Context: an optimization exercise on an open-source flow, tuned for small area and a short achievable clock period. The choices shown serve that exercise and are no tape-out recipe. In this exercise RTL edits were held to simulation tests only and were not proved equivalent to the original. Power figures rest on the tool's default switching activity, not on a simulated workload.

==> flow/config.mk <==
export PLATFORM = sky130hd
export DESIGN_NAME = mod
export DESIGN_NICKNAME = mod
export VERILOG_FILES = /design/flow/design.v
export SDC_FILE = /design/flow/constraint.sdc
export NUM_CORES = 4
export LEC_CHECK = 0
export ABC_AREA = 1
export CAP_MARGIN = 20
export CORE_MARGIN = 2
export CORE_UTILIZATION = 40
export SETUP_SLACK_MARGIN = 2.9
export SLEW_MARGIN = 20
==> flow/constraint.sdc <==
create_clock -name core_clock -period 5.2 [get_ports {clk}]
set_input_delay 1.0400 -clock core_clock [delete_from_list [all_inputs] [get_ports {clk}]]
set_output_delay 1.0400 -clock core_clock [all_outputs]
set_load 0.01 [all_outputs]
==> flow/design.v <==
`timescale 1ns / 1ps
module mod (
    input logic clk,
    input logic reset,
    input logic [15:0] samp,
    output logic pull,
    output logic pdata
);
    localparam logic [39:0] TH = 40'h00014CCCCC;
    logic [7:0]  cnt;
    logic [15:0] sv;
    logic [39:2] xb;
    logic [39:8] pb;
    logic [1:0] q;
    logic [4:1] cx, cx_n;
    logic [3:1] cp, cp_n;
    logic        q_out;     
    logic        pull_r;    
    wire [7:0] d0_0 = xb[9:2];
    wire o0 = 1'b0;
    wire [7:0] d1_0 = xb[17:10];
    wire a1_1 = &xb[17:10];
    wire a2_1 = &xb[17:11];
    wire g1 = a1_1 & cx[1];
    wire p1 = (a1_1 & !cx[1]) | (a2_1 & !xb[10] & cx[1]);
    wire o1 = g1 | (p1 & o0);
    wire [7:0] d2_0 = xb[25:18];
    wire a1_2 = &xb[25:18];
    wire a2_2 = &xb[25:19];
    wire g2 = a1_2 & cx[2];
    wire p2 = (a1_2 & !cx[2]) | (a2_2 & !xb[18] & cx[2]);
    wire o2 = g2 | (p2 & o1);
    wire [6:0] d3_0 = xb[32:26];
    wire a1_3 = &xb[32:26];
    wire a2_3 = &xb[32:27];
    wire g3 = a1_3 & cx[3];
    wire p3 = (a1_3 & !cx[3]) | (a2_3 & !xb[26] & cx[3]);
    wire o3 = g3 | (p3 & o2);
    wire [6:0] d4_0 = xb[39:33];
    wire s394_0 = (xb[39:33] >= 7'd64);
    wire s394_1 = ((xb[39:33] >= 7'd63) && (xb[39:33] <= 7'd126));
    wire s394_2 = ((xb[39:33] >= 7'd62) && (xb[39:33] <= 7'd125));
    wire y39 = (o3 ? (cx[4] ? s394_2 : s394_1) : (cx[4] ? s394_1 : s394_0));
    wire yz2_0 = (xb[25:18] <= 8'd127);
    wire yz2_1 = (xb[25:18] <= 8'd126) || (xb[25:18] == 8'd255);
    wire yz2_2 = (xb[25:18] <= 8'd125) || (xb[25:18] >= 8'd254);
    wire yz3_0 = (xb[32:26] == 7'd0);
    wire yz3_1 = (xb[32:26] == 7'd127);
    wire yz3_2 = (xb[32:26] == 7'd126);
    wire yz4_0 = (xb[39:33] == 7'd0) || (xb[39:33] == 7'd64);
    wire yz4_1 = (xb[39:33] == 7'd63) || (xb[39:33] == 7'd127);
    wire yz4_2 = (xb[39:33] == 7'd62) || (xb[39:33] == 7'd126);
    wire yz = (o1 ? (cx[2] ? yz2_2 : yz2_1) : (cx[2] ? yz2_1 : yz2_0)) & (o2 ? (cx[3] ? yz3_2 : yz3_1) : (cx[3] ? yz3_1 : yz3_0)) & (o3 ? (cx[4] ? yz4_2 : yz4_1) : (cx[4] ? yz4_1 : yz4_0));
    wire ya2_0 = (xb[25:18] >= 8'd128);
    wire ya2_1 = ((xb[25:18] >= 8'd127) && (xb[25:18] <= 8'd254));
    wire ya2_2 = ((xb[25:18] >= 8'd126) && (xb[25:18] <= 8'd253));
    wire ya3_0 = (xb[32:26] == 7'd127);
    wire ya3_1 = (xb[32:26] == 7'd126);
    wire ya3_2 = (xb[32:26] == 7'd125);
    wire ya4_0 = (xb[39:33] == 7'd63) || (xb[39:33] == 7'd127);
    wire ya4_1 = (xb[39:33] == 7'd62) || (xb[39:33] == 7'd126);
    wire ya4_2 = (xb[39:33] == 7'd61) || (xb[39:33] == 7'd125);
    wire ya = (o1 ? (cx[2] ? ya2_2 : ya2_1) : (cx[2] ? ya2_1 : ya2_0)) & (o2 ? (cx[3] ? ya3_2 : ya3_1) : (cx[3] ? ya3_1 : ya3_0)) & (o3 ? (cx[4] ? ya4_2 : ya4_1) : (cx[4] ? ya4_1 : ya4_0));
    wire ge1a0_0 = (xb[9:2] >= 8'd51);
    wire ge1s1_0 = (xb[17:10] >= 8'd52);
    wire ge1e1_0 = (xb[17:10] == 8'd51);
    wire ge1s1_1 = ((xb[17:10] >= 8'd51) && (xb[17:10] <= 8'd254));
    wire ge1e1_1 = (xb[17:10] == 8'd50);
    wire ge1s1_2 = ((xb[17:10] >= 8'd50) && (xb[17:10] <= 8'd253));
    wire ge1e1_2 = (xb[17:10] == 8'd49);
    wire ge1s2_0 = ((xb[25:18] >= 8'd84) && (xb[25:18] <= 8'd127)) || (xb[25:18] >= 8'd212);
    wire ge1e2_0 = (xb[25:18] == 8'd83) || (xb[25:18] == 8'd211);
    wire ge1s2_1 = ((xb[25:18] >= 8'd83) && (xb[25:18] <= 8'd126)) || ((xb[25:18] >= 8'd211) && (xb[25:18] <= 8'd254));
    wire ge1e2_1 = (xb[25:18] == 8'd82) || (xb[25:18] == 8'd210);
    wire ge1s2_2 = ((xb[25:18] >= 8'd82) && (xb[25:18] <= 8'd125)) || ((xb[25:18] >= 8'd210) && (xb[25:18] <= 8'd253));
    wire ge1e2_2 = (xb[25:18] == 8'd81) || (xb[25:18] == 8'd209);
    wire ge1 = ((o1 ? (cx[2] ? ge1s2_2 : ge1s2_1) : (cx[2] ? ge1s2_1 : ge1s2_0)) | ((o1 ? (cx[2] ? ge1e2_2 : ge1e2_1) : (cx[2] ? ge1e2_1 : ge1e2_0)) & ((o0 ? (cx[1] ? ge1s1_2 : ge1s1_1) : (cx[1] ? ge1s1_1 : ge1s1_0)) | ((o0 ? (cx[1] ? ge1e1_2 : ge1e1_1) : (cx[1] ? ge1e1_1 : ge1e1_0)) & ge1a0_0))));
    wire le2a0_0 = (xb[9:2] <= 8'd204);
    wire le2s1_0 = (xb[17:10] <= 8'd203);
    wire le2e1_0 = (xb[17:10] == 8'd204);
    wire le2s1_1 = (xb[17:10] <= 8'd202) || (xb[17:10] == 8'd255);
    wire le2e1_1 = (xb[17:10] == 8'd203);
    wire le2s1_2 = (xb[17:10] <= 8'd201) || (xb[17:10] >= 8'd254);
    wire le2e1_2 = (xb[17:10] == 8'd202);
    wire le2s2_0 = (xb[25:18] <= 8'd43) || ((xb[25:18] >= 8'd128) && (xb[25:18] <= 8'd171));
    wire le2e2_0 = (xb[25:18] == 8'd44) || (xb[25:18] == 8'd172);
    wire le2s2_1 = (xb[25:18] <= 8'd42) || ((xb[25:18] >= 8'd127) && (xb[25:18] <= 8'd170)) || (xb[25:18] == 8'd255);
    wire le2e2_1 = (xb[25:18] == 8'd43) || (xb[25:18] == 8'd171);
    wire le2s2_2 = (xb[25:18] <= 8'd41) || ((xb[25:18] >= 8'd126) && (xb[25:18] <= 8'd169)) || (xb[25:18] >= 8'd254);
    wire le2e2_2 = (xb[25:18] == 8'd42) || (xb[25:18] == 8'd170);
    wire le2 = ((o1 ? (cx[2] ? le2s2_2 : le2s2_1) : (cx[2] ? le2s2_1 : le2s2_0)) | ((o1 ? (cx[2] ? le2e2_2 : le2e2_1) : (cx[2] ? le2e2_1 : le2e2_0)) & ((o0 ? (cx[1] ? le2s1_2 : le2s1_1) : (cx[1] ? le2s1_1 : le2s1_0)) | ((o0 ? (cx[1] ? le2e1_2 : le2e1_1) : (cx[1] ? le2e1_1 : le2e1_0)) & le2a0_0))));
    wire c0 = !y39 & (!yz | ge1);
    wire c1 = !y39 & (!ya | le2);
    wire s1 = xb[10] ^ pb[10] ^ q[0];
    wire c2 = (xb[10] & pb[10]) | (xb[10] & q[0]) | (pb[10] & q[0]);
    wire s3 = xb[11] ^ pb[11] ^ q[0];
    wire c4 = (xb[11] & pb[11]) | (xb[11] & q[0]) | (pb[11] & q[0]);
    wire s5 = xb[12] ^ pb[12];
    wire c6 = xb[12] & pb[12];
    wire s7 = xb[13] ^ pb[13] ^ cp[1];
    wire c8 = (xb[13] & pb[13]) | (xb[13] & cp[1]) | (pb[13] & cp[1]);
    wire s9 = xb[14] ^ pb[14] ^ q[0];
    wire c10 = (xb[14] & pb[14]) | (xb[14] & q[0]) | (pb[14] & q[0]);
    wire s11 = xb[15] ^ pb[15] ^ q[0];
    wire c12 = (xb[15] & pb[15]) | (xb[15] & q[0]) | (pb[15] & q[0]);
    wire s13 = xb[16] ^ pb[16];
    wire c14 = xb[16] & pb[16];
    wire s15 = xb[17] ^ pb[17] ^ cp[2];
    wire c16 = (xb[17] & pb[17]) | (xb[17] & cp[2]) | (pb[17] & cp[2]);
    wire s17 = xb[18] ^ pb[18] ^ q[0];
    wire c18 = (xb[18] & pb[18]) | (xb[18] & q[0]) | (pb[18] & q[0]);
    wire s19 = xb[19] ^ pb[19] ^ q[0];
    wire c20 = (xb[19] & pb[19]) | (xb[19] & q[0]) | (pb[19] & q[0]);
    wire s21 = xb[20] ^ pb[20];
    wire c22 = xb[20] & pb[20];
    wire s23 = xb[21] ^ pb[21];
    wire c24 = xb[21] & pb[21];
    wire s25 = xb[22] ^ pb[22] ^ q[0];
    wire c26 = (xb[22] & pb[22]) | (xb[22] & q[0]) | (pb[22] & q[0]);
    wire s27 = xb[23] ^ pb[23];
    wire c28 = xb[23] & pb[23];
    wire s29 = xb[24] ^ pb[24] ^ cp[3];
    wire c30 = (xb[24] & pb[24]) | (xb[24] & cp[3]) | (pb[24] & cp[3]);
    wire s31 = xb[25] ^ pb[25] ^ q[0];
    wire c32 = (xb[25] & pb[25]) | (xb[25] & q[0]) | (pb[25] & q[0]);
    wire s33 = xb[26] ^ pb[26];
    wire c34 = xb[26] & pb[26];
    wire s35 = xb[27] ^ pb[27];
    wire c36 = xb[27] & pb[27];
    wire s37 = xb[28] ^ pb[28];
    wire c38 = xb[28] & pb[28];
    wire s39 = xb[29] ^ pb[29];
    wire c40 = xb[29] & pb[29];
    wire s41 = xb[30] ^ pb[30];
    wire c42 = xb[30] & pb[30];
    wire s43 = xb[31] ^ pb[31];
    wire c44 = xb[31] & pb[31];
    wire s45 = xb[32] ^ pb[32];
    wire c46 = xb[32] & pb[32];
    wire s47 = xb[33] ^ pb[33];
    wire c48 = xb[33] & pb[33];
    wire s49 = xb[34] ^ pb[34];
    wire c50 = xb[34] & pb[34];
    wire s51 = xb[35] ^ pb[35];
    wire c52 = xb[35] & pb[35];
    wire s53 = xb[36] ^ pb[36];
    wire c54 = xb[36] & pb[36];
    wire s55 = xb[37] ^ pb[37];
    wire c56 = xb[37] & pb[37];
    wire s57 = xb[38] ^ pb[38];
    wire c58 = xb[38] & pb[38];
    wire s59 = xb[39] ^ pb[39];
    wire c60 = xb[39] & pb[39];
    wire s61 = xb[2] ^ q[0] ^ 1'b0;
    wire c62 = (xb[2] & q[0]) | (xb[2] & 1'b0) | (q[0] & 1'b0);
    wire s63 = xb[3] ^ q[0] ^ c62;
    wire c64 = (xb[3] & q[0]) | (xb[3] & c62) | (q[0] & c62);
    wire s65 = xb[4] ^ c64;
    wire c66 = xb[4] & c64;
    wire s67 = xb[5] ^ c66;
    wire c68 = xb[5] & c66;
    wire s69 = xb[6] ^ q[0] ^ c68;
    wire c70 = (xb[6] & q[0]) | (xb[6] & c68) | (q[0] & c68);
    wire s71 = xb[7] ^ q[0] ^ c70;
    wire c72 = (xb[7] & q[0]) | (xb[7] & c70) | (q[0] & c70);
    wire s73 = xb[8] ^ pb[8] ^ c72;
    wire c74 = (xb[8] & pb[8]) | (xb[8] & c72) | (pb[8] & c72);
    wire s75 = xb[9] ^ pb[9] ^ c74;
    wire c76 = (xb[9] & pb[9]) | (xb[9] & c74) | (pb[9] & c74);
    assign cx_n[1] = c76;
    wire s77 = s1 ^ cx[1];
    wire c78 = s1 & cx[1];
    wire s79 = s3 ^ c2 ^ c78;
    wire c80 = (s3 & c2) | (s3 & c78) | (c2 & c78);
    wire s81 = s5 ^ c4 ^ c80;
    wire c82 = (s5 & c4) | (s5 & c80) | (c4 & c80);
    wire s83 = s7 ^ c6 ^ c82;
    wire c84 = (s7 & c6) | (s7 & c82) | (c6 & c82);
    wire s85 = s9 ^ c8 ^ c84;
    wire c86 = (s9 & c8) | (s9 & c84) | (c8 & c84);
    wire s87 = s11 ^ c10 ^ c86;
    wire c88 = (s11 & c10) | (s11 & c86) | (c10 & c86);
    wire s89 = s13 ^ c12 ^ c88;
    wire c90 = (s13 & c12) | (s13 & c88) | (c12 & c88);
    wire s91 = s15 ^ c14 ^ c90;
    wire c92 = (s15 & c14) | (s15 & c90) | (c14 & c90);
    assign cx_n[2] = c92;
    wire s93 = s17 ^ c16 ^ cx[2];
    wire c94 = (s17 & c16) | (s17 & cx[2]) | (c16 & cx[2]);
    wire s95 = s19 ^ c18 ^ c94;
    wire c96 = (s19 & c18) | (s19 & c94) | (c18 & c94);
    wire s97 = s21 ^ c20 ^ c96;
    wire c98 = (s21 & c20) | (s21 & c96) | (c20 & c96);
    wire s99 = s23 ^ c22 ^ c98;
    wire c100 = (s23 & c22) | (s23 & c98) | (c22 & c98);
    wire s101 = s25 ^ c24 ^ c100;
    wire c102 = (s25 & c24) | (s25 & c100) | (c24 & c100);
    wire s103 = s27 ^ c26 ^ c102;
    wire c104 = (s27 & c26) | (s27 & c102) | (c26 & c102);
    wire s105 = s29 ^ c28 ^ c104;
    wire c106 = (s29 & c28) | (s29 & c104) | (c28 & c104);
    wire s107 = s31 ^ c30 ^ c106;
    wire c108 = (s31 & c30) | (s31 & c106) | (c30 & c106);
    assign cx_n[3] = c108;
    wire s109 = s33 ^ c32 ^ cx[3];
    wire c110 = (s33 & c32) | (s33 & cx[3]) | (c32 & cx[3]);
    wire s111 = s35 ^ c34 ^ c110;
    wire c112 = (s35 & c34) | (s35 & c110) | (c34 & c110);
    wire s113 = s37 ^ c36 ^ c112;
    wire c114 = (s37 & c36) | (s37 & c112) | (c36 & c112);
    wire s115 = s39 ^ c38 ^ c114;
    wire c116 = (s39 & c38) | (s39 & c114) | (c38 & c114);
    wire s117 = s41 ^ c40 ^ c116;
    wire c118 = (s41 & c40) | (s41 & c116) | (c40 & c116);
    wire s119 = s43 ^ c42 ^ c118;
    wire c120 = (s43 & c42) | (s43 & c118) | (c42 & c118);
    wire s121 = s45 ^ c44 ^ c120;
    wire c122 = (s45 & c44) | (s45 & c120) | (c44 & c120);
    assign cx_n[4] = c122;
    wire s123 = s47 ^ c46 ^ cx[4];
    wire c124 = (s47 & c46) | (s47 & cx[4]) | (c46 & cx[4]);
    wire s125 = s49 ^ c48 ^ c124;
    wire c126 = (s49 & c48) | (s49 & c124) | (c48 & c124);
    wire s127 = s51 ^ c50 ^ c126;
    wire c128 = (s51 & c50) | (s51 & c126) | (c50 & c126);
    wire s129 = s53 ^ c52 ^ c128;
    wire c130 = (s53 & c52) | (s53 & c128) | (c52 & c128);
    wire s131 = s55 ^ c54 ^ c130;
    wire c132 = (s55 & c54) | (s55 & c130) | (c54 & c130);
    wire s133 = s57 ^ c56 ^ c132;
    wire c134 = (s57 & c56) | (s57 & c132) | (c56 & c132);
    wire s135 = s59 ^ c58 ^ c134;
    wire c136 = (s59 & c58) | (s59 & c134) | (c58 & c134);
    wire [5:0] ps137 = {1'b0, pb[12], pb[11], pb[10], pb[9], pb[8]} + {1'b0, ~sv[4], ~sv[3], ~sv[2], ~sv[1], ~sv[0]} + 6'(1'b1);
    assign cp_n[1] = ps137[5];
    wire [4:0] ps138 = {1'b0, pb[16], pb[15], pb[14], pb[13]} + {1'b0, ~sv[8], ~sv[7], ~sv[6], ~sv[5]} + 5'(cp[1]);
    assign cp_n[2] = ps138[4];
    wire [7:0] ps139 = {1'b0, pb[23], pb[22], pb[21], pb[20], pb[19], pb[18], pb[17]} + {1'b0, ~sv[15], ~sv[14], ~sv[13], ~sv[12], ~sv[11], ~sv[10], ~sv[9]} + 8'(cp[2]);
    assign cp_n[3] = ps139[7];
    wire inc140 = cp[3] & !(~q[1]);
    wire dec141 = (~q[1]) & !cp[3];
    wire t142 = inc140 | dec141;
    wire s143 = pb[24] ^ t142;
    wire t144 = (inc140 & pb[24]) | (dec141 & !(pb[24]));
    wire s145 = pb[25] ^ t144;
    wire t146 = (inc140 & pb[24] & pb[25]) | (dec141 & !(pb[24] | pb[25]));
    wire s147 = pb[26] ^ t146;
    wire t148 = (inc140 & pb[24] & pb[25] & pb[26]) | (dec141 & !(pb[24] | pb[25] | pb[26]));
    wire s149 = pb[27] ^ t148;
    wire t150 = (inc140 & pb[24] & pb[25] & pb[26] & pb[27]) | (dec141 & !(pb[24] | pb[25] | pb[26] | pb[27]));
    wire s151 = pb[28] ^ t150;
    wire t152 = (inc140 & pb[24] & pb[25] & pb[26] & pb[27] & pb[28]) | (dec141 & !(pb[24] | pb[25] | pb[26] | pb[27] | pb[28]));
    wire s153 = pb[29] ^ t152;
    wire t154 = (inc140 & pb[24] & pb[25] & pb[26] & pb[27] & pb[28] & pb[29]) | (dec141 & !(pb[24] | pb[25] | pb[26] | pb[27] | pb[28] | pb[29]));
    wire s155 = pb[30] ^ t154;
    wire t156 = (inc140 & pb[24] & pb[25] & pb[26] & pb[27] & pb[28] & pb[29] & pb[30]) | (dec141 & !(pb[24] | pb[25] | pb[26] | pb[27] | pb[28] | pb[29] | pb[30]));
    wire s157 = pb[31] ^ t156;
    wire t158 = (inc140 & pb[24] & pb[25] & pb[26] & pb[27] & pb[28] & pb[29] & pb[30] & pb[31]) | (dec141 & !(pb[24] | pb[25] | pb[26] | pb[27] | pb[28] | pb[29] | pb[30] | pb[31]));
    wire s159 = pb[32] ^ t158;
    wire t160 = (inc140 & pb[24] & pb[25] & pb[26] & pb[27] & pb[28] & pb[29] & pb[30] & pb[31] & pb[32]) | (dec141 & !(pb[24] | pb[25] | pb[26] | pb[27] | pb[28] | pb[29] | pb[30] | pb[31] | pb[32]));
    wire s161 = pb[33] ^ t160;
    wire t162 = (inc140 & pb[24] & pb[25] & pb[26] & pb[27] & pb[28] & pb[29] & pb[30] & pb[31] & pb[32] & pb[33]) | (dec141 & !(pb[24] | pb[25] | pb[26] | pb[27] | pb[28] | pb[29] | pb[30] | pb[31] | pb[32] | pb[33]));
    wire s163 = pb[34] ^ t162;
    wire t164 = (inc140 & pb[24] & pb[25] & pb[26] & pb[27] & pb[28] & pb[29] & pb[30] & pb[31] & pb[32] & pb[33] & pb[34]) | (dec141 & !(pb[24] | pb[25] | pb[26] | pb[27] | pb[28] | pb[29] | pb[30] | pb[31] | pb[32] | pb[33] | pb[34]));
    wire s165 = pb[35] ^ t164;
    wire t166 = (inc140 & pb[24] & pb[25] & pb[26] & pb[27] & pb[28] & pb[29] & pb[30] & pb[31] & pb[32] & pb[33] & pb[34] & pb[35]) | (dec141 & !(pb[24] | pb[25] | pb[26] | pb[27] | pb[28] | pb[29] | pb[30] | pb[31] | pb[32] | pb[33] | pb[34] | pb[35]));
    wire s167 = pb[36] ^ t166;
    wire t168 = (inc140 & pb[24] & pb[25] & pb[26] & pb[27] & pb[28] & pb[29] & pb[30] & pb[31] & pb[32] & pb[33] & pb[34] & pb[35] & pb[36]) | (dec141 & !(pb[24] | pb[25] | pb[26] | pb[27] | pb[28] | pb[29] | pb[30] | pb[31] | pb[32] | pb[33] | pb[34] | pb[35] | pb[36]));
    wire s169 = pb[37] ^ t168;
    wire t170 = (inc140 & pb[24] & pb[25] & pb[26] & pb[27] & pb[28] & pb[29] & pb[30] & pb[31] & pb[32] & pb[33] & pb[34] & pb[35] & pb[36] & pb[37]) | (dec141 & !(pb[24] | pb[25] | pb[26] | pb[27] | pb[28] | pb[29] | pb[30] | pb[31] | pb[32] | pb[33] | pb[34] | pb[35] | pb[36] | pb[37]));
    wire s171 = pb[38] ^ t170;
    wire t172 = (inc140 & pb[24] & pb[25] & pb[26] & pb[27] & pb[28] & pb[29] & pb[30] & pb[31] & pb[32] & pb[33] & pb[34] & pb[35] & pb[36] & pb[37] & pb[38]) | (dec141 & !(pb[24] | pb[25] | pb[26] | pb[27] | pb[28] | pb[29] | pb[30] | pb[31] | pb[32] | pb[33] | pb[34] | pb[35] | pb[36] | pb[37] | pb[38]));
    wire s173 = pb[39] ^ t172;
    wire [39:2] xb_n = {s135, s133, s131, s129, s127, s125, s123, s121, s119, s117, s115, s113, s111, s109, s107, s105, s103, s101, s99, s97, s95, s93, s91, s89, s87, s85, s83, s81, s79, s77, s75, s73, s71, s69, s67, s65, s63, s61};
    wire [39:8] pb_n = {s173, s171, s169, s167, s165, s163, s161, s159, s157, s155, s153, s151, s149, s147, s145, s143, ps139[6], ps139[5], ps139[4], ps139[3], ps139[2], ps139[1], ps139[0], ps138[3], ps138[2], ps138[1], ps138[0], ps137[4], ps137[3], ps137[2], ps137[1], ps137[0]};
    always_ff @(posedge clk or posedge reset) begin
        if (reset) begin
            cnt <= 8'hFF;
            pull_r <= 1'b1;
            sv  <= '0;
            xb  <= 38'h2000533332;
            pb  <= '0;
            q   <= '0;
            q_out <= 1'b0;
            cx  <= '0;
            cp  <= '0;
        end else begin
            cnt <= cnt + 8'd1;
            pull_r <= (cnt == 8'hFE);
            if (cnt == 8'hFF) sv <= samp;
            xb  <= xb_n;
            pb  <= pb_n;
            cx  <= cx_n;
            cp  <= cp_n;
            q[0] <= q[0] ? c1 : c0;
            q[1] <= q[1] ? c1 : c0;
            q_out <= q_out ? c1 : c0;
        end
    end
    assign pull  = pull_r;
    assign pdata = q_out;
endmodule
==> flow/flow/run.sh <==
#!/bin/bash
# The standard layout (the standard.sh), but without Yosys's full-adder
# extraction (ADDER_MAP_FILE empty): ABC then maps the adders itself, into
# faster gates than the fixed sky130 fa/ha cells. Registers are unchanged.
set -euo pipefail
bash standard.sh ADDER_MAP_FILE=  finish > standard_flow.log 2>&1
==> flow/standard.sh <==
#!/bin/bash
# synth_recipe.tcl (not shown) runs the flow's synth.tcl, then flattens the netlist and writes it again
# the make line also repeats each setting of config.mk as NAME=value (left out here)
make -C /OpenROAD-flow-scripts/flow DESIGN_CONFIG=/design/flow/config.mk WORK_HOME=/design/flow/orfs CLKGATE_MAP_FILE= SYNTH_SCRIPT=/design/flow/synth_recipe.tcl "${@:-finish}"
==> results of run 1 <==
registers in the layout (all words and copies together), names as in the netlist:
signal,flops
pb,32
sv,16
xb,38
pull_r,1
cp,3
cx,4
cnt,8
q,2
q_out,1
cells by family after synthesis:
family	share of synthesized area
compound gates	0.09117
xor+xnor	0.1033
fa+ha+maj	0.003026
buf+inv	0.07244
flops	0.4012
mux	0.01362
simple gates	0.3153
worst max path at each step:
stage                                start                to  slack (ns)
after detailed placement    q[0]$_DFF_PP0_  xb[32]$_DFF_PP0_        2.70
after global routing      xb[10]$_DFF_PP1_    q[0]$_DFF_PP0_        2.91
after global placement      q[0]$_DFF_PP0_  xb[32]$_DFF_PP0_        2.74
after floorplan                      reset   cp[1]$_DFF_PP0_        2.92
final                     pull_r$_DFF_PP1_              pull        3.04
after CTS                 xb[10]$_DFF_PP1_    q[0]$_DFF_PP0_        2.92
what timing repair did:
| item | CTS | global route |
|---|---|---|
| endpoints found under the hold margin | 0 | 0 |
| setup buffers | 0 | 9 |
| setup endpoints to repair | 14 | 16 |
| pin swaps | 0 | 2 |
| hold buffers | 0 | 0 |
| resized for setup | 4 | 19 |
per-stage QoR:
step	cells	hold slack (ns)
6_report	1178	0.4886
5_1_grt	1178	0.5072
4_1_cts	1169	0.4920
3_5_place_dp	1153	0.4728
3_3_place_gp	1153	0.4662
2_1_floorplan	919	0.4542
worst reg2reg max path: cells and delay by family (launching register included):
kind	cells	cell delay [ns]
AO/OA/AOI/OAI	1	0.19
flip-flops	1	0.59
AND/OR/NAND/NOR	11	1.13
buffers and inverters	1	0.07
power by group:
part	switching (mW)	internal, mW
clock network	0.310	0.407
logic	1.73	1.22
registers	0.439	1.25
final cells by class:
class,instances,area [µm²]
clock buffer,11,252.7
multi-input combinational,690,3530
fill,1706,8812
sequential,105,2660
clock inverter,5,67.56
tap,220,275.3
timing repair buffer,32,310.3
inverter,115,440.4
placed cells by master (no fill, tap or decap), types with 8 or more instances in the layout:
cell                              count
sky130_fd_sc_hd__a21oi_1             38
sky130_fd_sc_hd__nand2_1            257
sky130_fd_sc_hd__nor3_1              14
sky130_fd_sc_hd__clkbuf_16            9
sky130_fd_sc_hd__nand3_1             42
sky130_fd_sc_hd__nor2_1             122
sky130_fd_sc_hd__dfstp_2             21
sky130_fd_sc_hd__buf_4               11
sky130_fd_sc_hd__nand4_1             13
sky130_fd_sc_hd__inv_1              111
sky130_fd_sc_hd__mux2_2               8
sky130_fd_sc_hd__dfrtp_1             81
sky130_fd_sc_hd__xnor2_1             30
sky130_fd_sc_hd__xor2_1              48
sky130_fd_sc_hd__o21ai_0             42
sky130_fd_sc_hd__or2_2               12
sky130_fd_sc_hd__clkdlybuf4s50_1     17
routing by layer:
| layer | vias to the layer above | track usage |
|---|---|---|
| met3 | 14 | 0.03142 |
| met2 | 47 | 0.2625 |
| met4 | 0 | 0.04898 |
| li1 | 2975 | - |
| met1 | 2506 | 0.2013 |
| met5 | - | 0 |
==> summary.log, run 1 <==
qor: timing.hold_viol_final 0
qor: clock_network.cts_made_buffers 9
qor: global_routing.antenna_violations_before_repair 0
qor: pwr.power_leakage 3.769 nW
qor: drt.drtIter0Drc 264
qor: global_routing.grt_max_degree 48
qor: yosys.synth.largest_area_cell sky130_fd_sc_hd__dfrtp_1
qor: timing.max_clock_freq 463.9 MHz
qor: yosys.syn_avg_cell_area 7.198 µm²
qor: yosys.synth_seq_cells 105
qor: clock_network.clock_insertion_delay_worst_skew 0.35 ns
qor: drt.top_layer_used met4
qor: critical_path.arrival 1.12 ns
qor: yosys.gate_count_of_the_mapped_netlist 919
qor: timing.timing_worst_slew_pin_value 0.5652 ns
qor: timing.finalMaxSlewViolations 0
qor: floorplan.core.rowCount 47
qor: drt.routed_vias_inst 4.705
qor: timing.relSlewSlack 0.6224
qor: yosys.postSynthNetCount 937
qor: timing.tmin_final 2.156 ns
qor: critical_path.crit_slowest_cell sky130_fd_sc_hd__dfstp_2
qor: clock_network.cts.sink_count 105
qor: yosys.yosys.cell_count.top_type sky130_fd_sc_hd__nand2_1
qor: place.pre_cts_ws 2.697 ns
qor: yosys.yosysUniqueCellTypes 41
qor: drt.drt-wirelength-per-cell 10.89 µm
qor: drt.route.met2.wl 6115 µm
qor: worst_hold_path.hold_path.startpoint cnt[0]$_DFF_PP1_
qor: critical_path.rr_endpoint q[0]$_DFF_PP0_
qor: worst_hold_path.holdPathStages 1
qor: place.place_congestion 0.8157
qor: drt.routed_wl 12820 µm
qor: critical_path.critPathCaptureType primary output
qor: critical_path.critical_path_depth 1
qor: timing.final.setup.tns 0 ns
qor: drt.length_of_the_first_detailed_routing_pass_in_iterations 6
qor: critical_path.worstSetupPathType reg2out
qor: floorplan.placeableCoreArea 16350 µm²
qor: critical_path.timing.critical_path.buf_inv 1
qor: finish.fin_area 7536 µm²
qor: global_routing.grt_pass1_wl 22820 µm
qor: critical_path.largest_stage_delay_on_the_critical_path 0.51 ns
qor: yosys.yosys-top-cells-area sky130_fd_sc_hd__dfrtp_1, sky130_fd_sc_hd__nand2_1, sky130_fd_sc_hd__dfstp_2
qor: drt.antenna_violating_nets_post_route 0
qor: finish.fin_nets 971
qor: finish.finished_core_util 0.4610
qor: timing.final_critical_path_setup_slack 3.044 ns
qor: clock_network.cts_tree built
qor: timing.report.final.setup_viol 0
qor: floorplan.dieArea 17580 µm²
qor: critical_path.reg2reg_slack 3.13 ns
qor: pwr.max-vdd-ir-drop 0.0002620 V
qor: outcome.outcome timing/DRC/antenna clean
qor: global_routing.grt_util_all_layers 0.1557
qor: drt.route.vias.total 5542
qor: floorplan.starting_utilization_of_the_core_area 0.4046
qor: timing.timing.clock.skew 0.006664 ns
qor: global_routing.grt_pass1_vias 5123
qor: finish.antennaDiodeCount 0
qor: yosys.post_synth_instance_area 6615 µm²
qor: floorplan.ioPinCount 20
qor: yosys.synthArstFlopShare 1.000
qor: place.port-buffer-count 19
qor: finish.area.growth.synth_to_final 13.92%
qor: timing.final_min_period_over_clock_period 0.4145
qor: clock_network.ctsRootBufferMaster sky130_fd_sc_hd__clkbuf_16
qor: critical_path.worst_r2r_path_depth 13
qor: place.placed_area 7079 µm²
qor: yosys.ys_top_cells_by_count sky130_fd_sc_hd__nand2_1, sky130_fd_sc_hd__nor2_1, sky130_fd_sc_hd__inv_1
qor: worst_hold_path.worst_hold_path_type reg2reg
qor: drt.met3_wirelength 292 µm
qor: timing.grt_setup_unrepaired no
qor: flow_run.cap_violations 0
qor: worst_hold_path.min_delay_worst_endpoint cnt[0]$_DFF_PP1_
qor: yosys.synth-edff-count 0
qor: critical_path.crit_chain dlygate4sd2_1
qor: critical_path.startpoint_type register
qor: clock_network.ctsHtreeMaxLevel 3
qor: drt.remaining_drc_errors 0
qor: yosys.ys_seq_area_frac 0.4012
qor: floorplan.fp.dieW 132.6 µm
qor: place.dp_hpwl 9533 µm
qor: drt.wl_met1 6226 µm
qor: yosys.synth_top_area_share 0.3178
qor: critical_path.cp_max_fo 1
qor: floorplan.die_y 132.6 µm
qor: finish.drive_above_1_share 0.1096
qor: yosys.synth_flop_cell sky130_fd_sc_hd__dfrtp_1
qor: yosys.synth_warnings 1
qor: global_routing.grt_remaining_overflow 0
qor: critical_path.r2r-start xb[10]$_DFF_PP1_
qor: critical_path.path_delay_family flip-flops
qor: critical_path.crit_required 4.16 ns
qor: clock_network.clk_pin_slew_worst_paths 0.07 ns
qor: pwr.post-layout-total-power 5.353 mW
qor: clock_network.ctsLongestPathBuffers 2
qor: pwr.power_density 710.3 nW/µm²
==> run 2: changes to the inputs <==
--- a/flow/config.mk
+++ b/flow/config.mk
@@ -6,8 +6,8 @@
 export NUM_CORES = 4
 export LEC_CHECK = 0
 export ABC_AREA = 1
-export CAP_MARGIN = 20
+export CAP_MARGIN = 10
 export CORE_MARGIN = 2
 export CORE_UTILIZATION = 40
 export SETUP_SLACK_MARGIN = 2.9
-export SLEW_MARGIN = 20
+export SLEW_MARGIN = 10
==> summary.log, run 2 <==
qor: outcome.outcome timing/DRC/antenna clean
qor: clock_network.ctsRootBufferMaster sky130_fd_sc_hd__clkbuf_16
qor: clock_network.holdBufCountCts 0 [unchanged]
qor: timing.finalMaxSlewViolations 0 [unchanged]
qor: worst_hold_path.holdPathStages 1 [unchanged]
qor: critical_path.critical_path_depth 1 [unchanged]
qor: floorplan.starting_utilization_of_the_core_area 0.4046 [unchanged]
qor: drt.routed_wl 12820 µm [unchanged]
qor: finish.layout_commonest_cell sky130_fd_sc_hd__nand2_1
qor: finish.finished_core_util 0.4610 [unchanged]
qor: floorplan.die_y 132.6 µm [unchanged]
qor: finish.mostFrequentLayoutCells sky130_fd_sc_hd__nand2_1, sky130_fd_sc_hd__nor2_1, sky130_fd_sc_hd__inv_1
qor: yosys.synthArstFlopShare 1.000 [unchanged]
qor: critical_path.arrival 1.12 ns [about the same]
qor: place.port-buffer-count 19 [unchanged]
qor: yosys.compound_gate_portion_of_the_synthesized_area 0.09117 [unchanged]
qor: global_routing.antenna_violations_before_repair 0 [unchanged]
qor: yosys.synth_warnings 1 [unchanged]
qor: yosys.synth_top_area_share 0.3178 [unchanged]
qor: timing.max_clock_freq 463.9 MHz [unchanged]
qor: yosys.synth_flop_cell sky130_fd_sc_hd__dfrtp_1
qor: floorplan.ioPinCount 20 [unchanged]
qor: yosys.synth_seq_cells 105 [unchanged]
qor: critical_path.path_delay_family flip-flops
qor: clock_network.cts_made_buffers 9 [unchanged]
qor: yosys.yosys-top-cells-area sky130_fd_sc_hd__dfrtp_1, sky130_fd_sc_hd__nand2_1, sky130_fd_sc_hd__dfstp_2
qor: critical_path.worstSetupPathType reg2out
qor: yosys.yosys.cell_count.top_type sky130_fd_sc_hd__nand2_1
qor: yosys.yosysUniqueCellTypes 41 [unchanged]
qor: pwr.power_density 710.3 nW/µm² [unchanged]
qor: yosys.syn_avg_cell_area 7.198 µm² [unchanged]
qor: finish.register_name_with_the_most_flops xb
qor: timing.relSlewSlack 0.6224 [unchanged]
qor: pwr.max-vdd-ir-drop 0.0002620 V [unchanged]
qor: flow_run.cap_violations 0 [unchanged]
qor: global_routing.grt_pass1_vias 5123 [unchanged]
qor: drt.antenna_violating_nets_post_route 0 [unchanged]
qor: critical_path.crit_slowest_cell sky130_fd_sc_hd__dfstp_2
qor: yosys.ys_top_cells_by_count sky130_fd_sc_hd__nand2_1, sky130_fd_sc_hd__nor2_1, sky130_fd_sc_hd__inv_1
qor: global_routing.grt_util_all_layers 0.1557 [unchanged]
qor: critical_path.critPathCaptureType primary output
qor: timing.grt_setup_unrepaired no
qor: clock_network.cts_tree built
qor: worst_hold_path.worst_hold_path_type reg2reg
qor: clock_network.ctsHtreeMaxLevel 3 [unchanged]
qor: yosys.synth-edff-count 0 [unchanged]
qor: critical_path.largest_stage_delay_on_the_critical_path 0.51 ns [about the same]
qor: clock_network.ctsLongestPathBuffers 2 [unchanged]
qor: floorplan.fp.dieW 132.6 µm [unchanged]
qor: yosys.combinational_family_with_the_most_area_after_synthesis simple AND/OR/NAND/NOR gates
qor: drt.drtIter0Drc 264 [unchanged]
qor: drt.routed_vias_inst 4.705 [unchanged]
qor: timing.report.final.setup_viol 0 [unchanged]
qor: clock_network.cts.sink_count 105 [unchanged]
qor: critical_path.startpoint_type register
qor: critical_path.crit_required 4.16 ns [about the same]
qor: finish.fin_nets 971 [unchanged]
qor: floorplan.core.rowCount 47 [unchanged]
qor: finish.drive_above_1_share 0.1096 [unchanged]
qor: timing.hold_viol_final 0 [unchanged]
qor: drt.length_of_the_first_detailed_routing_pass_in_iterations 6 [unchanged]
qor: yosys.post_synth_instance_area 6615 µm² [unchanged]
qor: yosys.postSynthNetCount 937 [unchanged]
qor: global_routing.grt_pass1_wl 22820 µm [unchanged]
qor: critical_path.crit_chain dlygate4sd2_1
qor: yosys.gate_count_of_the_mapped_netlist 919 [unchanged]
qor: global_routing.grt_remaining_overflow 0 [unchanged]
qor: timing.timing_worst_slew_pin_value 0.5652 ns [unchanged]
qor: finish.reg_top3 xb x38, pb x32, sv x16
qor: clock_network.clock_insertion_delay_worst_skew 0.35 ns [about the same]
qor: floorplan.dieArea 17580 µm² [unchanged]
qor: yosys.synth.mux.area_fraction 0.01362 [unchanged]
qor: yosys.yosys.area_share.xor_xnor 0.1033 [unchanged]
qor: timing.tmin_final 2.156 ns [unchanged]
qor: critical_path.timing.critical_path.buf_inv 1 [unchanged]
qor: drt.route.vias.total 5542 [unchanged]
qor: finish.largest_reg_flops 38 [unchanged]
qor: yosys.synth.largest_area_cell sky130_fd_sc_hd__dfrtp_1
qor: global_routing.grt_max_degree 48 [unchanged]
qor: yosys.ys_seq_area_frac 0.4012 [unchanged]
qor: place.dp_hpwl 9533 µm [unchanged]
qor: timing.final_min_period_over_clock_period 0.4145 [unchanged]
qor: finish.final.fill_count 1706 [unchanged]
qor: critical_path.reg2reg_slack 3.13 ns [about the same]
qor: yosys.post_synth_fa_ha_maj_area_fraction 0.003026 [unchanged]
qor: floorplan.placeableCoreArea 16350 µm² [unchanged]
qor: pwr.power_leakage 3.769 nW [unchanged]
qor: place.place_congestion 0.8157 [unchanged]
qor: finish.antennaDiodeCount 0 [unchanged]
qor: critical_path.worst_r2r_path_depth 13 [unchanged]
qor: finish.area.growth.synth_to_final 13.92% [unchanged]
qor: timing.timing.clock.skew 0.006664 ns [unchanged]
qor: clock_network.clk_pin_slew_worst_paths 0.07 ns [about the same]
qor: critical_path.cp_max_fo 1 [unchanged]
qor: drt.remaining_drc_errors 0 [unchanged]
qor: yosys.post_synth_and_or_nand_nor_area_fraction 0.3153 [unchanged]
qor: drt.drt-wirelength-per-cell 10.89 µm [unchanged]
qor: timing.final.setup.tns 0 ns [unchanged]
run 2: path summary, 6_finish.rpt:
kind / startpoint / endpoint
setup / recovery: pull_r$_DFF_PP1_ / pull
hold / removal: cnt[0]$_DFF_PP1_ / cnt[0]$_DFF_PP1_
setup reg to reg: xb[10]$_DFF_PP1_ / q[0]$_DFF_PP0_
hold reg to reg: cnt[0]$_DFF_PP1_ / cnt[0]$_DFF_PP1_
max in group asynchronous: reset / xb[10]$_DFF_PP1_
min in group asynchronous: reset / xb[26]$_DFF_PP0_
run 2: logic make-up after synthesis:
logic type	count (synthesis)
AOI/OAI and AO/OA	111
xor gates and xnor gates	78
adders and majority gates	2
buffers and inverters	124
DFF	105
muxes	8
and+or+nand+nor	491
run 2: power by group:
part,internal [mW],switching (mW),total (mW),leakage [nW]
logic,1.22,1.73,2.95,2.43
registers,1.25,0.439,1.69,1.18
clock network,0.407,0.310,0.718,0.159
total,2.87,2.48,5.35,3.77
run 2: stage by stage:
step / hold slack (ns) / worst slack, ns / total power [mW] / std cells / instance area, µm²
2_1_floorplan: 0.4542 / 2.918 / 4.025 / 919 / 6619
3_3_place_gp: 0.4662 / 2.743 / 4.521 / 1153 / 7079
3_5_place_dp: 0.4728 / 2.697 / 4.558 / 1153 / 7079
4_1_cts: 0.4920 / 2.922 / 5.317 / 1169 / 7402
5_1_grt: 0.5072 / 2.908 / 5.966 / 1178 / 7536
6_report: 0.4886 / 3.044 / 5.353 / 1178 / 7536
run 2: final cells by class:
type                            instances  area (µm²)  area share
Sequential cell                       105        2660      0.3530
Clock inverter                          5       67.56    0.008966
Timing Repair Buffer                   32       310.3     0.04118
Multi-Input combinational cell        690        3530      0.4684
Tap cell                              220       275.3     0.03653
Clock buffer                           11       252.7     0.03354
Inverter                              115       440.4     0.05844
run 2: routing by layer:
layer	wire length [µm]	GRT usage	vias to the layer above	share of wire
li1	-	-	2975	-
met1	6226	0.2013	2506	0.49
met2	6115	0.2625	47	0.48
met3	292	0.03142	14	0.023
met4	189	0.04898	0	0.015
met5	0	0	-	0
run 2: timing repair:
item | CTS | global route
pin swaps | 0 | 2
endpoints found under the setup margin | 14 | 16
setup buffers | 0 | 9
resized for setup | 4 | 19
==> run 3: changes to the inputs <==
==> flow/flow/run.sh (replaced) <==
#!/bin/bash
# The standard layout (the standard.sh), but without Yosys's full-adder
# extraction (ADDER_MAP_FILE empty): ABC then maps the adders itself, into
# faster gates than the fixed sky130 fa/ha cells. Registers are unchanged.
# The port buffers are the smallest buffer cell (buffer_ports -buffer_cell).
set -euo pipefail
bash standard.sh ADDER_MAP_FILE= 'BUFFER_PORTS_ARGS=-buffer_cell sky130_fd_sc_hd__buf_1'  finish > standard_flow.log 2>&1
--- a/flow/config.mk
+++ b/flow/config.mk
@@ -6,8 +6,8 @@
 export NUM_CORES = 4
 export LEC_CHECK = 0
 export ABC_AREA = 1
-export CAP_MARGIN = 10
+export CAP_MARGIN = 20
 export CORE_MARGIN = 2
 export CORE_UTILIZATION = 40
 export SETUP_SLACK_MARGIN = 2.9
-export SLEW_MARGIN = 10
+export SLEW_MARGIN = 20
==> summary.log, run 3 <==
qor: outcome.outcome timing/DRC/antenna clean
qor: finish.register_name_with_the_most_flops xb
qor: timing.finalMaxSlewViolations 0 [unchanged]
qor: critical_path.crit_slowest_cell sky130_fd_sc_hd__dfstp_2
qor: drt.drtIter0Drc 258 [-2.3%]
qor: drt.remaining_drc_errors 0 [unchanged]
qor: pwr.max-vdd-ir-drop 0.0003095 V [+18%]
qor: yosys.yosys.cell_count.top_type sky130_fd_sc_hd__nand2_1
qor: drt.route.vias.total 5478 [-1.2%]
qor: finish.mostFrequentLayoutCells sky130_fd_sc_hd__nand2_1, sky130_fd_sc_hd__nor2_1, sky130_fd_sc_hd__inv_1
qor: timing.report.final.setup_viol 0 [unchanged]
qor: timing.max_clock_freq 471.8 MHz [+1.7%]
qor: critical_path.largest_stage_delay_on_the_critical_path 0.58 ns [+0.07 ns]
qor: timing.tmin_final 2.120 ns [-0.03577 ns]
qor: global_routing.groute.layer.met3.usage 0.03103 [-0.0003831]
qor: pwr.power_leakage 3.707 nW [-1.7%]
qor: clock_network.clock_insertion_delay_worst_skew 0.36 ns [about the same]
qor: floorplan.starting_utilization_of_the_core_area 0.4046 [unchanged]
qor: yosys.syn_avg_cell_area 7.198 µm² [unchanged]
qor: finish.largest_reg_flops 38 [unchanged]
qor: clock_network.holdBufCountCts 0 [unchanged]
qor: clock_network.ctsLongestPathBuffers 2 [unchanged]
qor: yosys.gate_count_of_the_mapped_netlist 919 [unchanged]
qor: worst_hold_path.worst_hold_path_type reg2reg
qor: yosys.synth_seq_cells 105 [unchanged]
qor: finish.finished_core_util 0.4538 [-0.007194]
qor: critical_path.reg2reg_slack 3.08 ns [-0.05 ns]
qor: finish.layout_commonest_cell sky130_fd_sc_hd__nand2_1
qor: place.numPlacedInstances 1153 [unchanged]
qor: pwr.power_frac_comb 0.558 [+0.007]
qor: critical_path.critPathCaptureType register
qor: pwr.power_density 719.1 nW/µm² [+1.2%]
qor: yosys.ys_seq_area_frac 0.4012 [unchanged]
qor: timing.final_min_period_over_clock_period 0.4076 [-0.006879]
qor: global_routing.busiest_layer met2
qor: timing.relSlewSlack 0.4533 [-0.1691]
qor: drt.routed_vias_inst 4.631 [-1.6%]
qor: global_routing.grt_pass1_wl 22340 µm [-2.1%]
qor: yosys.synth_top_area_share 0.3178 [unchanged]
qor: finish.area.growth.synth_to_final 12.14%
qor: critical_path.arrival 2.37 ns [+1.25 ns]
qor: floorplan.core.rowCount 47 [unchanged]
qor: yosys.yosys-top-cells-area sky130_fd_sc_hd__dfrtp_1, sky130_fd_sc_hd__nand2_1, sky130_fd_sc_hd__dfstp_2
qor: clock_network.clk_pin_slew_worst_paths 0.08 ns [about the same]
qor: clock_network.ctsRootBufferMaster sky130_fd_sc_hd__clkbuf_16
qor: yosys.synth_flop_cell sky130_fd_sc_hd__dfrtp_1
qor: critical_path.worstSetupPathType reg2reg
qor: finish.reg_top3 xb x38, pb x32, sv x16
qor: clock_network.cts_made_buffers 9 [unchanged]
qor: drt.length_of_the_first_detailed_routing_pass_in_iterations 6 [unchanged]
qor: floorplan.ioPinCount 20 [unchanged]
qor: finish.fin_area 7418 µm² [-1.6%]
qor: global_routing.grt_remaining_overflow 0 [unchanged]
qor: yosys.synth_warnings 1 [unchanged]
qor: critical_path.cp_common_cell sky130_fd_sc_hd__nand2_1
qor: critical_path.crit_chain nand4_1, nor3_1, nand2_2, o21ai_2, nand3_1, nand2_1, inv_1, nand2_1, nand2_1, nor3_1, nand2_1, nand3_1, nand2_1
qor: finish.drive_above_1_share 0.1142 [+0.004623]
qor: yosys.synthArstFlopShare 1.000 [unchanged]
qor: yosys.post_synth_instance_area 6615 µm² [unchanged]
qor: floorplan.die_y 132.6 µm [unchanged]
qor: critical_path.cp_max_fo 6 [+5]
qor: critical_path.r2r-start xb[10]$_DFF_PP1_
qor: critical_path.start_point_of_the_critical_path xb[10]$_DFF_PP1_
qor: clock_network.cts.sink_count 105 [unchanged]
qor: global_routing.grt_pass1_vias 5001 [-2.4%]
qor: pwr.switching_share 0.4731 [+0.009589]
qor: finish.fin_nets 976 [+0.51%]
qor: flow_run.cap_violations 0 [unchanged]
qor: pwr.p_sw 2.524 mW [+1.7%]
qor: critical_path.worst_setup_path_endpoint q[0]$_DFF_PP0_
qor: drt.antenna_violating_nets_post_route 0 [unchanged]
qor: pwr.share_clk_of_total_power 0.128 [-0.006]
qor: global_routing.grt_max_degree 66 [+38%]
qor: yosys.synth.largest_area_cell sky130_fd_sc_hd__dfrtp_1
qor: critical_path.worst_r2r_path_depth 13 [unchanged]
qor: timing.timing.clock.skew 0.009810 ns [+0.003146 ns]
qor: finish.final-instance-count-excl-fill 1183 [+0.42%]
qor: place.placed_area 6948 µm² [-1.9%]
qor: yosys.postSynthNetCount 937 [unchanged]
qor: drt.routed_wl 12690 µm [-1.1%]
qor: pwr.power_report.internal_total 2.811 mW [-2.1%]
qor: yosys.yosysUniqueCellTypes 41 [unchanged]
qor: floorplan.fp.dieW 132.6 µm [unchanged]
qor: critical_path.startpoint_type register
qor: timing.timing_worst_slew_pin_value 0.8200 ns [+0.2548 ns]
qor: timing.grt_setup_unrepaired no
qor: place.place_congestion 0.8288 [+1.6%]
qor: finish.final.fill_count 1720 [+0.82%]
qor: drt.drt-wirelength-per-cell 10.72 µm [-1.5%]
qor: pwr.sequentialPowerShare 0.315 [about the same]
qor: place.port-buffer-count 19 [unchanged]
qor: global_routing.antenna_violations_before_repair 0 [unchanged]
qor: place.dp_hpwl 9278 µm [-2.7%]
qor: finish.antennaDiodeCount 0 [unchanged]
qor: yosys.synth-edff-count 0 [unchanged]
qor: critical_path.crit_required 5.45 ns [+1.29 ns]
qor: clock_network.ctsHtreeMaxLevel 3 [unchanged]
qor: global_routing.globalRouteMet1Util 0.1974 [-0.003885]
qor: yosys.ys_top_cells_by_count sky130_fd_sc_hd__nand2_1, sky130_fd_sc_hd__nor2_1, sky130_fd_sc_hd__inv_1
qor: critical_path.path_delay_family simple AND/OR/NAND/NOR gates
qor: clock_network.cts_tree built
qor: timing.final.setup.tns 0 ns [unchanged]
qor: timing.hold_viol_final 0 [unchanged]
qor: critical_path.rr_endpoint q[0]$_DFF_PP0_
qor: global_routing.grt.met2_usage 0.2571 [-0.005469]
qor: floorplan.dieArea 17580 µm² [unchanged]
qor: critical_path.timing.critical_path.buf_inv 1 [unchanged]
qor: critical_path.critical_path_depth 13 [+12]
qor: global_routing.grt_util_all_layers 0.1528 [-0.002860]
qor: floorplan.placeableCoreArea 16350 µm² [unchanged]
qor: timing.worst_hold_slack 0.4859 ns [-0.002693 ns]
-- run 3: changes by cell type in the layout (fill, tap and decap cells not counted), sizes merged --
cell / before / now
clkbuf: 11 / 10
dlygate4sd2: 2 / 0
clkinvlp: 1 / 2
inv: 116 / 117
bufinv: 1 / 0
buf: 13 / 37
clkdlybuf4s50: 17 / 0
-- run 3: cell families after synthesis --
kind of cell / Yosys count / share of synthesized area
flops: 105 / 0.4012
buf+inv: 124 / 0.07244
fa+ha+maj: 2 / 0.003026
xor+xnor: 78 / 0.1033
compound gates: 111 / 0.09117
mux: 8 / 0.01362
simple gates: 491 / 0.3153
-- run 3: how the worst min path moves through the flow --
stage	slack [ns]	endpoint	from	cells past startpoint
5_1_grt	0.51	cnt[0]$_DFF_PP1_	cnt[0]$_DFF_PP1_	1
3_3_place_gp	0.47	cnt[0]$_DFF_PP1_	cnt[0]$_DFF_PP1_	1
2_1_floorplan	0.45	cnt[0]$_DFF_PP1_	cnt[0]$_DFF_PP1_	1
3_5_place_dp	0.47	cnt[0]$_DFF_PP1_	cnt[0]$_DFF_PP1_	1
6_report	0.49	cnt[0]$_DFF_PP1_	cnt[0]$_DFF_PP1_	1
4_1_cts	0.49	cnt[0]$_DFF_PP1_	cnt[0]$_DFF_PP1_	1
-- run 3: metal layers --
| layer | routed length, µm | share of wire | vias up |
|---|---|---|---|
| li1 | - | - | 2981 |
| met1 | 6212 | 0.49 | 2425 |
| met2 | 5985 | 0.47 | 58 |
| met3 | 324 | 0.026 | 14 |
| met4 | 163 | 0.013 | 0 |
| met5 | 0 | 0 | - |
-- run 3: worst register-to-register path: cells and delay by family (launching register included) --
family,cells,cell delay (ns)
buf+inv,1,0.07
flops,1,0.58
simple gates,11,1.15
compound gates,1,0.20
-- run 3: final cells by class --
type                    instances  area (µm²)  area share
clock buffers                  10       229.0     0.03087
clock inverters                 6       61.31    0.008264
inverters                     115       440.4     0.05937
multi-input cells             690        3533      0.4763
flip-flops and latches        105        2660      0.3586
well taps                     220       275.3     0.03711
repair buffers                 37       219.0     0.02952
-- run 3: stage by stage --
step	setup slack, ns	power [mW]
after floorplan	2.918	4.025
after CTS	2.911	5.250
after global routing	2.860	5.965
after detailed placement	2.732	4.544
final	3.080	5.335
after global placement	2.809	4.514
-- run 3: repair_timing --
item | CTS | global route
cloned | 0 | 0
setup endpoints to repair | 9 | 15
pin swaps | 0 | 6
gates resized for setup | 1 | 22
setup buffers | 0 | 14
-- run 3: power by group through the flow --
stage / Clock [mW] / Sequential, mW / Combinational (mW)
after CTS: 0.699 / 1.69 / 2.86
after floorplan: 0 / 1.54 / 2.48
after global routing: 0.730 / 1.75 / 3.49
final: 0.681 / 1.68 / 2.98
after global placement: 0 / 1.70 / 2.81
after detailed placement: 0 / 1.70 / 2.84
==> run 4: changes to the inputs <==
--- a/flow/config.mk
+++ b/flow/config.mk
@@ -9,5 +9,6 @@
 export CAP_MARGIN = 20
 export CORE_MARGIN = 2
 export CORE_UTILIZATION = 40
+export GPL_ROUTABILITY_DRIVEN = 0
 export SETUP_SLACK_MARGIN = 2.9
 export SLEW_MARGIN = 20
==> summary.log, run 4 <==
qor: outcome.outcome timing/DRC/antenna clean
qor: yosys.synthArstFlopShare 1.000 [unchanged]
qor: yosys.postSynthNetCount 937 [unchanged]
qor: pwr.sequentialPowerShare 0.315 [about the same]
qor: critical_path.cp_common_cell sky130_fd_sc_hd__nand2_1
qor: yosys.synth_flop_cell sky130_fd_sc_hd__dfrtp_1
qor: clock_network.cts_tree built
qor: global_routing.grt_remaining_overflow 0 [unchanged]
qor: floorplan.fp.dieW 132.6 µm [unchanged]
qor: place.dp_hpwl 9278 µm [unchanged]
qor: critical_path.path_delay_family simple AND/OR/NAND/NOR gates
qor: yosys.yosys-top-cells-area sky130_fd_sc_hd__dfrtp_1, sky130_fd_sc_hd__nand2_1, sky130_fd_sc_hd__dfstp_2
qor: pwr.power_frac_comb 0.558 [about the same]
qor: yosys.yosys.cell_count.top_type sky130_fd_sc_hd__nand2_1
qor: finish.reg_top3 xb x38, pb x32, sv x16
qor: drt.routed_vias_inst 4.631 [unchanged]
qor: timing.tmin_final 2.120 ns [unchanged]
qor: finish.fin_nets 976 [unchanged]
qor: pwr.power_report.internal_total 2.811 mW [unchanged]
qor: timing.timing.clock.skew 0.009810 ns [unchanged]
qor: drt.route.vias.total 5478 [unchanged]
qor: timing.finalMaxSlewViolations 0 [unchanged]
qor: timing.final_min_period_over_clock_period 0.4076 [unchanged]
qor: clock_network.clk_pin_slew_worst_paths 0.08 ns [about the same]
qor: global_routing.grt_util_all_layers 0.1528 [unchanged]
qor: critical_path.cp_max_fo 6 [unchanged]
qor: yosys.synth.largest_area_cell sky130_fd_sc_hd__dfrtp_1
qor: finish.area.growth.synth_to_final 12.14% [unchanged]
qor: drt.drt-wirelength-per-cell 10.72 µm [unchanged]
qor: floorplan.core.rowCount 47 [unchanged]
qor: drt.antenna_violating_nets_post_route 0 [unchanged]
qor: pwr.share_clk_of_total_power 0.128 [about the same]
qor: pwr.max-vdd-ir-drop 0.0003095 V [unchanged]
qor: critical_path.largest_stage_delay_on_the_critical_path 0.58 ns [about the same]
qor: yosys.ys_seq_area_frac 0.4012 [unchanged]
qor: pwr.power_density 719.1 nW/µm² [unchanged]
qor: pwr.p_sw 2.524 mW [unchanged]
qor: drt.length_of_the_first_detailed_routing_pass_in_iterations 6 [unchanged]
qor: clock_network.ctsHtreeMaxLevel 3 [unchanged]
qor: finish.antennaDiodeCount 0 [unchanged]
qor: flow_run.cap_violations 0 [unchanged]
qor: place.port-buffer-count 19 [unchanged]
qor: critical_path.worstSetupPathType reg2reg
qor: worst_hold_path.worst_hold_path_type reg2reg
qor: timing.final.setup.tns 0 ns [unchanged]
qor: clock_network.holdBufCountCts 0 [unchanged]
qor: timing.max_clock_freq 471.8 MHz [unchanged]
qor: yosys.post_synth_instance_area 6615 µm² [unchanged]
qor: critical_path.crit_chain nand4_1, nor3_1, nand2_2, o21ai_2, nand3_1, nand2_1, inv_1, nand2_1, nand2_1, nor3_1, nand2_1, nand3_1, nand2_1
qor: yosys.ys_top_cells_by_count sky130_fd_sc_hd__nand2_1, sky130_fd_sc_hd__nor2_1, sky130_fd_sc_hd__inv_1
qor: global_routing.grt_pass1_wl 22340 µm [unchanged]
qor: finish.final.fill_count 1720 [unchanged]
qor: yosys.synth-edff-count 0 [unchanged]
qor: yosys.gate_count_of_the_mapped_netlist 919 [unchanged]
qor: finish.drive_above_1_share 0.1142 [unchanged]
qor: timing.relSlewSlack 0.4533 [unchanged]
qor: clock_network.cts.sink_count 105 [unchanged]
qor: critical_path.startpoint_type register
qor: critical_path.arrival 2.37 ns [about the same]
qor: drt.remaining_drc_errors 0 [unchanged]
qor: floorplan.die_y 132.6 µm [unchanged]
qor: clock_network.ctsRootBufferMaster sky130_fd_sc_hd__clkbuf_16
qor: critical_path.critPathCaptureType register
qor: timing.grt_setup_unrepaired no
qor: finish.finished_core_util 0.4538 [unchanged]
qor: yosys.synth_top_area_share 0.3178 [unchanged]
qor: critical_path.crit_required 5.45 ns [about the same]
qor: floorplan.starting_utilization_of_the_core_area 0.4046 [unchanged]
qor: finish.layout_commonest_cell sky130_fd_sc_hd__nand2_1
qor: clock_network.ctsLongestPathBuffers 2 [unchanged]
qor: timing.report.final.setup_viol 0 [unchanged]
qor: finish.mostFrequentLayoutCells sky130_fd_sc_hd__nand2_1, sky130_fd_sc_hd__nor2_1, sky130_fd_sc_hd__inv_1
qor: global_routing.grt_pass1_vias 5001 [unchanged]
qor: finish.register_name_with_the_most_flops xb
qor: clock_network.clock_insertion_delay_worst_skew 0.36 ns [about the same]
qor: yosys.yosysUniqueCellTypes 41 [unchanged]
qor: place.pre_cts_ws 2.732 ns [unchanged]
qor: critical_path.crit_slowest_cell sky130_fd_sc_hd__dfstp_2
qor: yosys.synth_seq_cells 105 [unchanged]
qor: timing.timing_worst_slew_pin_value 0.8200 ns [unchanged]
qor: floorplan.placeableCoreArea 16350 µm² [unchanged]
qor: critical_path.timing.critical_path.buf_inv 1 [unchanged]
qor: floorplan.dieArea 17580 µm² [unchanged]
qor: critical_path.reg2reg_slack 3.08 ns [about the same]
qor: drt.drtIter0Drc 258 [unchanged]
qor: global_routing.antenna_violations_before_repair 0 [unchanged]
qor: pwr.power_leakage 3.707 nW [unchanged]
qor: clock_network.cts_made_buffers 9 [unchanged]
qor: global_routing.grt_max_degree 66 [unchanged]
qor: yosys.synth_warnings 1 [unchanged]
qor: timing.hold_viol_final 0 [unchanged]
qor: floorplan.ioPinCount 20 [unchanged]
qor: yosys.syn_avg_cell_area 7.198 µm² [unchanged]
qor: timing.final_critical_path_setup_slack 3.080 ns [unchanged]
qor: finish.largest_reg_flops 38 [unchanged]
qor: pwr.switching_share 0.4731 [unchanged]
qor: drt.routed_wl 12690 µm [unchanged]
==> run 4: cell counts in the layout (fill, tap and decap cells not counted) <==
Identical to the previous run, type by type.
==> run 4: per-layer routing <==
metal,GRT usage,vias to the layer above,part of all wire
li1,-,2981,-
met1,0.1974,2425,0.49
met2,0.2571,58,0.47
met3,0.03103,14,0.026
met4,0.04958,0,0.013
met5,0,-,0
==> run 4: cell type report <==
type                            count  area (µm²)  share of cell area
Clock inverter                      6       61.31            0.008264
Tap cell                          220       275.3             0.03711
Clock buffer                       10       229.0             0.03087
Inverter                          115       440.4             0.05937
Sequential cell                   105        2660              0.3586
Timing Repair Buffer               37       219.0             0.02952
Multi-Input combinational cell    690        3533              0.4763
==> run 4: power groups by stage <==
stage	clock network, mW	registers, mW	logic, mW
CTS	0.699	1.69	2.86
floorplan	0	1.54	2.48
finish	0.681	1.68	2.98
global route	0.730	1.75	3.49
detailed placement	0	1.70	2.84
global placement	0	1.70	2.81
==> run 4: worst paths after layout <==
path | endpoint | from | cells after the start
max reg2reg | q[0]$_DFF_PP0_ | xb[10]$_DFF_PP1_ | 13
min reg2reg | cnt[0]$_DFF_PP1_ | cnt[0]$_DFF_PP1_ | 1
max | q[0]$_DFF_PP0_ | xb[10]$_DFF_PP1_ | 13
min | cnt[0]$_DFF_PP1_ | cnt[0]$_DFF_PP1_ | 1
min in group asynchronous | pb[27]$_DFF_PP0_ | reset | 2
max in group asynchronous | pb[17]$_DFF_PP0_ | reset | 3
==> run 4: logic make-up after synthesis <==
| group | synth area share |
|---|---|
| mux | 0.01362 |
| flops | 0.4012 |
| xor+xnor | 0.1033 |
| buf+inv | 0.07244 |
| fa+ha+maj | 0.003026 |
| compound gates | 0.09117 |
| simple gates | 0.3153 |
==> run 4: what timing repair did <==
item                                    CTS  global route
pin swaps                                 0             6
gates resized for setup                   1            22
endpoints found under the setup margin    9            15
buffers inserted                          0            14
==> run 4: through the flow <==
stage	std cells	power, mW	hold WS, ns	area, µm²
floorplan	919	4.025	0.4542	6619
global placement	1153	4.514	0.4749	6948
detailed placement	1153	4.544	0.4731	6948
CTS	1169	5.250	0.4919	7239
global route	1183	5.965	0.5142	7418
finish	1183	5.335	0.4859	7418
==> run 5: changes to the inputs <==
--- a/flow/config.mk
+++ b/flow/config.mk
@@ -9,6 +9,6 @@
 export CAP_MARGIN = 20
 export CORE_MARGIN = 2
 export CORE_UTILIZATION = 40
-export GPL_ROUTABILITY_DRIVEN = 0
+export GPL_TIMING_DRIVEN = 0
 export SETUP_SLACK_MARGIN = 2.9
 export SLEW_MARGIN = 20
==> summary.log, run 5 <==
qor: global_routing.grt_util_all_layers 0.1614 [+0.008534]
qor: timing.report.final.setup_viol 0 [unchanged]
qor: floorplan.placeableCoreArea 16350 µm² [unchanged]
qor: timing.relSlewSlack 0.5190 [+0.06562]
qor: drt.route.vias.total 5590 [+2.0%]
qor: timing.grt_setup_unrepaired yes
qor: finish.reg_top3 xb x38, pb x32, sv x16
qor: global_routing.busiest_layer met2
qor: outcome.outcome timing/DRC/antenna clean
qor: drt.antenna_violating_nets_post_route 0 [unchanged]
qor: timing.timing.clock.skew 0.01068 ns [+0.0008721 ns]
qor: timing.hold_viol_final 0 [unchanged]
qor: critical_path.largest_stage_delay_on_the_critical_path 0.52 ns [-0.06 ns]
qor: clock_network.ctsHtreeMaxLevel 3 [unchanged]
qor: pwr.power_leakage 3.721 nW [+0.40%]
qor: finish.register_name_with_the_most_flops xb
qor: finish.layout_commonest_cell sky130_fd_sc_hd__nand2_1
qor: place.dp_hpwl 9851 µm [+6.2%]
qor: timing.max_clock_freq 481.2 MHz [+2.0%]
qor: yosys.yosysUniqueCellTypes 41 [unchanged]
qor: timing.final_min_period_over_clock_period 0.3996 [-0.008006]
qor: pwr.power_frac_comb 0.566 [+0.008]
qor: finish.largest_reg_flops 38 [unchanged]
qor: place.port-buffer-count 19 [unchanged]
qor: pwr.power_report.internal_total 2.830 mW [+0.68%]
qor: timing.final.setup.tns 0 ns [unchanged]
qor: global_routing.groute.layer.met3.usage 0.03142 [+0.0003831]
qor: yosys.synth-edff-count 0 [unchanged]
qor: pwr.switching_share 0.4745 [+0.001371]
qor: yosys.yosys-top-cells-area sky130_fd_sc_hd__dfrtp_1, sky130_fd_sc_hd__nand2_1, sky130_fd_sc_hd__dfstp_2
qor: global_routing.grt_max_degree 29 [-56%]
qor: clock_network.cts.sink_count 105 [unchanged]
qor: critical_path.critPathCaptureType register
qor: floorplan.fp.dieW 132.6 µm [unchanged]
qor: finish.fin_nets 976 [unchanged]
qor: timing.finalMaxSlewViolations 0 [unchanged]
qor: timing.tmin_final 2.078 ns [-0.04163 ns]
qor: worst_hold_path.worst_hold_path_type reg2reg
qor: floorplan.core.rowCount 47 [unchanged]
qor: flow_run.cap_violations 0 [unchanged]
qor: clock_network.ctsLongestPathBuffers 2 [unchanged]
qor: critical_path.worstSetupPathType reg2reg
qor: finish.drive_above_1_share 0.1205 [+0.006231]
qor: finish.antennaDiodeCount 0 [unchanged]
qor: drt.routed_wl 13220 µm [+4.2%]
qor: finish.mostFrequentLayoutCells sky130_fd_sc_hd__nand2_1, sky130_fd_sc_hd__nor2_1, sky130_fd_sc_hd__inv_1
qor: drt.drt-wirelength-per-cell 11.17 µm [+4.2%]
qor: global_routing.grt_pass1_vias 5194 [+3.9%]
qor: critical_path.cp_common_cell sky130_fd_sc_hd__nand2_1
## run 5: cell types whose count changed in the layout (fill, tap and decap cells not counted), sizes merged
cell and delta:
inv -3, clkbuf +5, clkinv +2, buf -6, clkinvlp +2
## run 5: logic make-up after synthesis
group | share of synthesized area
and+or+nand+nor | 0.3153
xor gates and xnor gates | 0.1033
muxes | 0.01362
buffers and inverters | 0.07244
DFF | 0.4012
AOI/OAI and AO/OA | 0.09117
adders and majority gates | 0.003026
## run 5: power by group through the flow
| stage | Clock (mW) | Combinational, mW | Sequential [mW] |
|---|---|---|---|
| after floorplan | 0 | 2.48 | 1.54 |
| after global placement | 0 | 2.86 | 1.65 |
| after detailed placement | 0 | 2.92 | 1.65 |
| after CTS | 0.722 | 2.93 | 1.64 |
| after global routing | 0.753 | 3.54 | 1.71 |
| final | 0.695 | 3.05 | 1.64 |
## run 5: final timing paths
kind / startpoint / endpoint / slack, ns / cells after the start
min in group asynchronous: reset / pb[18]$_DFF_PP0_ / 0.75 / 2
min reg2reg: cnt[0]$_DFF_PP1_ / cnt[0]$_DFF_PP1_ / 0.49 / 1
max reg2reg: xb[24]$_DFF_PP1_ / q_out$_DFF_PP0_ / 3.12 / 12
max in group asynchronous: reset / xb[15]$_DFF_PP1_ / 3.62 / 4
min: cnt[0]$_DFF_PP1_ / cnt[0]$_DFF_PP1_ / 0.49 / 1
max: xb[24]$_DFF_PP1_ / q_out$_DFF_PP0_ / 3.12 / 12
## run 5: cell type report
type | instances | area, µm²
Fill cell | 1700 | 8866
Multi-Input combinational cell | 690 | 3563
Sequential cell | 105 | 2655
Inverter | 115 | 442.9
Tap cell | 220 | 275.3
Clock buffer | 9 | 225.2
Timing Repair Buffer | 28 | 176.4
Clock inverter | 7 | 85.08
Buffer | 9 | 58.81
## run 5: critical path, delay by kind of cell (launching register included)
kind | cells | cell delay, ns
buffers and inverters | 2 | 0.26
AO/OA/AOI/OAI | 2 | 0.28
flip-flops | 1 | 0.52
AND/OR/NAND/NOR | 8 | 0.92
## run 5: routing by layer
metal  up-vias  wire length, µm  part of all wire
met4         0              229             0.017
met5         -                0                 0
li1       2992                -                 -
met3        16              389             0.029
met1      2518             6290              0.48
met2        64             6307              0.48
## run 5: what timing repair did
item | 4_1_cts | 5_1_grt
endpoints found under the setup margin | 0 | 17
gates resized for setup | 0 | 34
hold buffers | 0 | 0
buffers inserted | 0 | 6
## run 5: per-stage QoR
stage          cell area, µm²  worst slack, ns    util  instances  hold slack, ns
6_report                 7482            3.122  0.4577       1183          0.4925
3_3_place_gp             6965            2.022  0.4261       1158          0.4715
4_1_cts                  7336            2.948  0.4487       1177          0.4950
2_1_floorplan            6619            2.918       -        919          0.4542
5_1_grt                  7482            2.881  0.4577       1183          0.5164
3_5_place_dp             7025            2.964  0.4297       1161          0.4696

Check on run 5: ideal ports give 3.122 ns setup slack; a clkbuf_16 on the clock port and buf_2 on the inputs give 3.100 ns; moving port delays by the midpoint clock arrival (0.397 ns) as well gives 3.122 ns.
